This design comes from an exercise in tuning for small area, a short achievable clock period and few clock cycles per item on the open sky130 flow, not from production work.
Only simulation tests tie the RTL to the original design; equivalence was not proved.

oak:
==> flow/design.v <==
`timescale 1ns / 1ps
module axilite_s_v(
    input  wire         s_axi_aclk,
    input  wire         s_axi_aresetn,
    input  wire         s_axi_awvalid,
    output reg          s_axi_awready,
    input  wire [31: 0] s_axi_awaddr,
    input  wire         s_axi_wvalid,
    output reg          s_axi_wready,
    input  wire [31: 0] s_axi_wdata,
    output reg          s_axi_bvalid,
    input  wire         s_axi_bready,
    output reg  [1: 0]  s_axi_bresp,
    output reg          s_axi_arready,
    input  wire         s_axi_arvalid,
    input  wire [31: 0] s_axi_araddr,
    output reg          s_axi_rvalid,
    input  wire         s_axi_rready,
    output reg [31: 0]  s_axi_rdata,
    output reg  [1: 0]  s_axi_rresp
);
localparam NP = 7;                
wire rst = ~s_axi_aresetn;
reg  [2:0] t;                     
reg  [2:0] t_n;                   
reg  [2:0] clr_cnt;               
reg        clearing;              
wire [2:0] clr_next = rst ? 3'd4 : (clearing ? clr_cnt - 3'd1 : 3'd0);
wire       busy_next = (clr_next != 3'd0);
always @(posedge s_axi_aclk) begin
    t       <= rst ? 3'd0 : t_n;
    t_n     <= rst ? 3'd1 : t_n + 3'd1;
    clr_cnt <= clr_next;
    clearing <= busy_next;
end
reg        awb_v;                 
reg  [6:0] awb_a;
reg        awb_oob;
reg        wb_v;                  
reg [31:0] wb_d;
reg        b1_v;                  
reg        b1_err;
reg        b_err;                 
reg  [NP-1:0] pv;                 
reg     [6:0] pa [0:NP-1];
reg    [31:0] pd [0:NP-1];
wire aw_hs  = s_axi_awvalid & s_axi_awready;
wire w_hs   = s_axi_wvalid  & s_axi_wready;
wire aw_oob = |s_axi_awaddr[31:7];
wire        p_oob = awb_v ? awb_oob : aw_oob;
wire        b_new = b1_v ? b1_err : p_oob;
wire  [6:0] p_a   = awb_v ? awb_a   : s_axi_awaddr[6:0];
wire [31:0] p_d   = wb_v  ? wb_d    : s_axi_wdata;
reg  [NP-1:0] hit;
reg  [NP-1:0] ins;
reg           free_seen;
integer e;
always @* begin
    for (e = 0; e < NP; e = e + 1)
        hit[e] = pv[e] & (pa[e] == p_a);
    free_seen = 1'b0;
    for (e = 0; e < NP; e = e + 1) begin
        ins[e] = ~pv[e] & ~free_seen;
        free_seen = free_seen | ~pv[e];
    end
end
reg  [NP-1:0] ca, cb;
reg    [15:0] ra, rb;
reg  [31:0] ca_d, cb_d;
always @* begin
    ca_d = 32'd0;
    cb_d = 32'd0;
    for (e = 0; e < NP; e = e + 1) begin
        ca_d = ca_d | ({32{ca[e]}} & pd[e]);
        cb_d = cb_d | ({32{cb[e]}} & pd[e]);
    end
end
wire have_aw = awb_v | aw_hs;
wire have_w  = wb_v  | w_hs;
wire b_pop   = s_axi_bvalid & s_axi_bready;
wire b_load  = ~s_axi_bvalid | b_pop;
wire b_room  = ~b1_v;             
wire pair    = have_aw & have_w & b_room & free_seen;
wire p_ins   = pair & ~p_oob;
wire [NP-1:0] pv_n = (pv & ~ca & ~cb & ~({NP{p_ins}} & hit)) | ({NP{p_ins}} & ins);
wire [NP-1:0] pv_k = pv;
reg  [NP-1:0] ca_n, cb_n;
reg    [15:0] ra_n, rb_n;
reg           sa, sb;
always @* begin
    sa = 1'b0;
    sb = 1'b0;
    ra_n = 16'd0;
    rb_n = 16'd0;
    for (e = 0; e < NP; e = e + 1) begin
        ca_n[e] = pv_k[e] & (pa[e][2:0] == ~t_n) & ~sa;
        cb_n[e] = pv_k[e] & (pa[e][2:0] == (~t_n ^ 3'd4)) & ~sb;
        sa = sa | ca_n[e];
        sb = sb | cb_n[e];
        ra_n = ra_n | ({16{ca_n[e]}} & (16'd1 << pa[e][6:3]));
        rb_n = rb_n | ({16{cb_n[e]}} & (16'd1 << pa[e][6:3]));
    end
end
always @(posedge s_axi_aclk) begin
    if (rst) begin
        awb_v <= 1'b0;
        wb_v  <= 1'b0;
        s_axi_bvalid <= 1'b0;
        b1_v  <= 1'b0;
        s_axi_awready <= 1'b0;
        s_axi_wready  <= 1'b0;
        pv    <= {NP{1'b0}};
    end else begin
        awb_v <= have_aw & ~pair;
        wb_v  <= have_w  & ~pair;
        s_axi_awready <= ~(have_aw & ~pair) & ~busy_next;
        s_axi_wready  <= ~(have_w  & ~pair) & ~busy_next;
        if (~s_axi_bvalid | b_pop) begin
            if (b1_v) begin
                s_axi_bvalid <= 1'b1;
                b1_v <= pair;
            end else begin
                s_axi_bvalid <= pair;
            end
        end else if (pair) begin
            b1_v <= 1'b1;
        end
        pv <= pv_n;
    end
    ca <= ca_n;
    cb <= cb_n;
    ra <= ra_n;
    rb <= rb_n;
    if (aw_hs) begin
        awb_a   <= s_axi_awaddr[6:0];
        awb_oob <= aw_oob;
    end
    if (w_hs) wb_d <= s_axi_wdata;
    if (b_load) b_err <= b_new;
    s_axi_bresp <= {2{b_load ? (b_new & (b1_v | pair)) : b_err}};
    if (pair) b1_err <= p_oob;
end
genvar g;
generate
    for (g = 0; g < NP; g = g + 1) begin : pend
        always @(posedge s_axi_aclk)
            if (pair & ins[g]) begin
                pa[g] <= p_a;
                pd[g] <= p_d;
            end
    end
endgenerate
reg  [4095:0] mem;
wire   [31:0] bus_a = clearing ? 32'd0 : ca_d;
wire   [31:0] bus_b = clearing ? 32'd0 : cb_d;
generate
    for (g = 0; g < 16; g = g + 1) begin : ring
        always @(posedge s_axi_aclk) begin
            mem[(g*8+1)*32 +: 32] <= mem[(g*8+0)*32 +: 32];
            mem[(g*8+2)*32 +: 32] <= mem[(g*8+1)*32 +: 32];
            mem[(g*8+3)*32 +: 32] <= mem[(g*8+2)*32 +: 32];
            mem[(g*8+5)*32 +: 32] <= mem[(g*8+4)*32 +: 32];
            mem[(g*8+6)*32 +: 32] <= mem[(g*8+5)*32 +: 32];
            mem[(g*8+7)*32 +: 32] <= mem[(g*8+6)*32 +: 32];
            if (clearing | ra[g])
                mem[(g*8+0)*32 +: 32] <= bus_a;
            else
                mem[(g*8+0)*32 +: 32] <= mem[(g*8+7)*32 +: 32];
            if (clearing | rb[g])
                mem[(g*8+4)*32 +: 32] <= bus_b;
            else
                mem[(g*8+4)*32 +: 32] <= mem[(g*8+3)*32 +: 32];
        end
    end
endgenerate
reg        q0_v, q1_v;            
reg  [15:0] q0_ring;              
reg  [31:0] q0_slot;              
reg  [31:0] q0_fwd;               
reg  [6:0] q1_a;
reg        q0_oob, q1_oob;
reg [31:0] r_hold;                
reg        r_err;                 
wire ar_hs  = s_axi_arvalid & s_axi_arready;
wire ar_oob = |s_axi_araddr[31:7];
wire r_take = q0_v & (~s_axi_rvalid | s_axi_rready);
wire q0_load = r_take | ~q0_v;
wire r_keep  = s_axi_rvalid & ~s_axi_rready;
wire  [6:0] nq_a   = q1_v ? q1_a   : s_axi_araddr[6:0];
wire        nq_oob = q1_v ? q1_oob : ar_oob;
wire  [2:0] nq_s   = nq_a[2:0] + t + 3'd1;
wire  [7:0] nq_slot = 8'd1 << nq_s;
reg  [31:0] nq_fwd;
reg         nq_hit;
integer k;
always @* begin
    nq_fwd = 32'd0;
    nq_hit = 1'b0;
    for (e = 0; e < NP; e = e + 1) begin
        nq_fwd = nq_fwd | ({32{pv[e] & (pa[e] == nq_a)}} & pd[e]);
        nq_hit = nq_hit | (pv[e] & (pa[e] == nq_a));
    end
end
wire [15:0] nq_ring = {15'd0, ~nq_oob & ~nq_hit} << nq_a[6:3];
reg [31:0] ring_q [0:15];
reg [31:0] rd_word;
always @* begin
    for (k = 0; k < 16; k = k + 1) begin
        ring_q[k] = 32'd0;
        for (e = 0; e < 8; e = e + 1)
            ring_q[k] = ring_q[k] | ({32{q0_slot[(k/4)*8 + e]}} & mem[(k*8+e)*32 +: 32]);
    end
    rd_word = q0_fwd;
    for (k = 0; k < 16; k = k + 1)
        rd_word = rd_word | ({32{q0_ring[k]}} & ring_q[k]);
end
always @(posedge s_axi_aclk) begin
    if (rst) begin
        q0_v <= 1'b0;
        q1_v <= 1'b0;
        s_axi_rvalid  <= 1'b0;
        s_axi_arready <= 1'b0;
    end else begin
        if (r_take)
            s_axi_rvalid <= 1'b1;
        else if (s_axi_rready)
            s_axi_rvalid <= 1'b0;
        if (r_take) begin
            q0_v <= q1_v | ar_hs;
            q1_v <= q1_v & ar_hs;
        end else begin
            q0_v <= q0_v | ar_hs;
            q1_v <= q1_v | (q0_v & ar_hs);
        end
        s_axi_arready <= (r_take ? ~(q1_v & ar_hs) : ~(q1_v | (q0_v & ar_hs))) & ~busy_next;
    end
    if (r_take) begin
        r_hold <= rd_word;
        r_err  <= q0_oob;
    end
    s_axi_rdata <= r_take ? rd_word : (r_hold & {32{r_keep}});
    s_axi_rresp <= {2{r_take ? q0_oob : (r_err & r_keep)}};
    if (q0_load) begin
        q0_ring <= nq_ring; q0_slot <= {4{nq_slot}};
        q0_oob <= nq_oob; q0_fwd <= (nq_hit & ~nq_oob) ? nq_fwd : 32'd0;
    end else begin
        for (k = 0; k < 4; k = k + 1)
            q0_slot[k*8 +: 8] <= {q0_slot[k*8 +: 7], q0_slot[k*8 + 7]};
    end
    if (ar_hs & (r_take ? q1_v : q0_v)) begin
        q1_a <= s_axi_araddr[6:0]; q1_oob <= ar_oob;
    end
end
endmodule
clock: 5.0 ns
lec_check: 0
cap_margin: 20
core_margin: 2
core_utilization: 35
cts_cluster_diameter: 70
cts_cluster_size: 24
place_density: 0.45
setup_slack_margin: 2.25
slew_margin: 20
synth_memory_max_bits: 8192
run.sh (not shown) runs the stock make flow with config.mk's settings and CLKGATE_MAP_FILE= SYNTH_SCRIPT=/design/flow/synth_recipe.tcl, a recipe that flattens the netlist after the stock synthesis.
Per the final summary, oak finished and its layout is clean on timing, DRC and antenna.
Testbench counts of oak, summed over its fixed seeds: cycles 9,393, items 16,000.
diff inputs: oak => pine
Settings: swapping 2.25 for 2.5 in SETUP_SLACK_MARGIN.
--- outcome ---
Measured against each other, oak and pine differ in via count, the lower figure coming from oak. pine vs oak: headroom to the max-slew limit up in pine. Iteration-0 DRC count of the detailed router, oak and pine: larger value in pine. Global-route total usage across every layer (pine over oak): increase, 1.1 points. Delta (pine minus oak): share of the clock period used by the worst path fell by 1.7 points; worst-skew pair later-pin latency lower.

-- separate check: timing with driven ports --
Ports are ideal in the flow. The routed layouts listed here were re-timed in OpenROAD.
Step 1: set_driving_cell puts a clkbuf_16 on s_axi_aclk and a buf_2 on each other input, an assumption about the parent block.
Step 2, shift: input delay + t, output delay - t, t = (earliest + latest rising clock arrival at the registers) / 2. This alone moves slack from input paths to output paths.
a / b / c = ideal ports / drivers / drivers and shift; a / b = the first two.
run | t (ns) | setup WS [ns] | hold slack, ns | latest minus earliest clock arrival (ns)
oak | 1.111 | 2.161 / 2.158 / 1.259 | 0.325 / 0.325 / 0.325 | 0.085 / 0.085
pine | 1.070 | 2.247 / 2.242 / 1.334 | 0.330 / 0.330 / 0.330 | 0.052 / 0.053
After both steps setup and hold are still met in every run listed. For pine, which loses most, drivers alone change the setup slack by -0.005 ns; drivers and shift together by -0.913 ns.
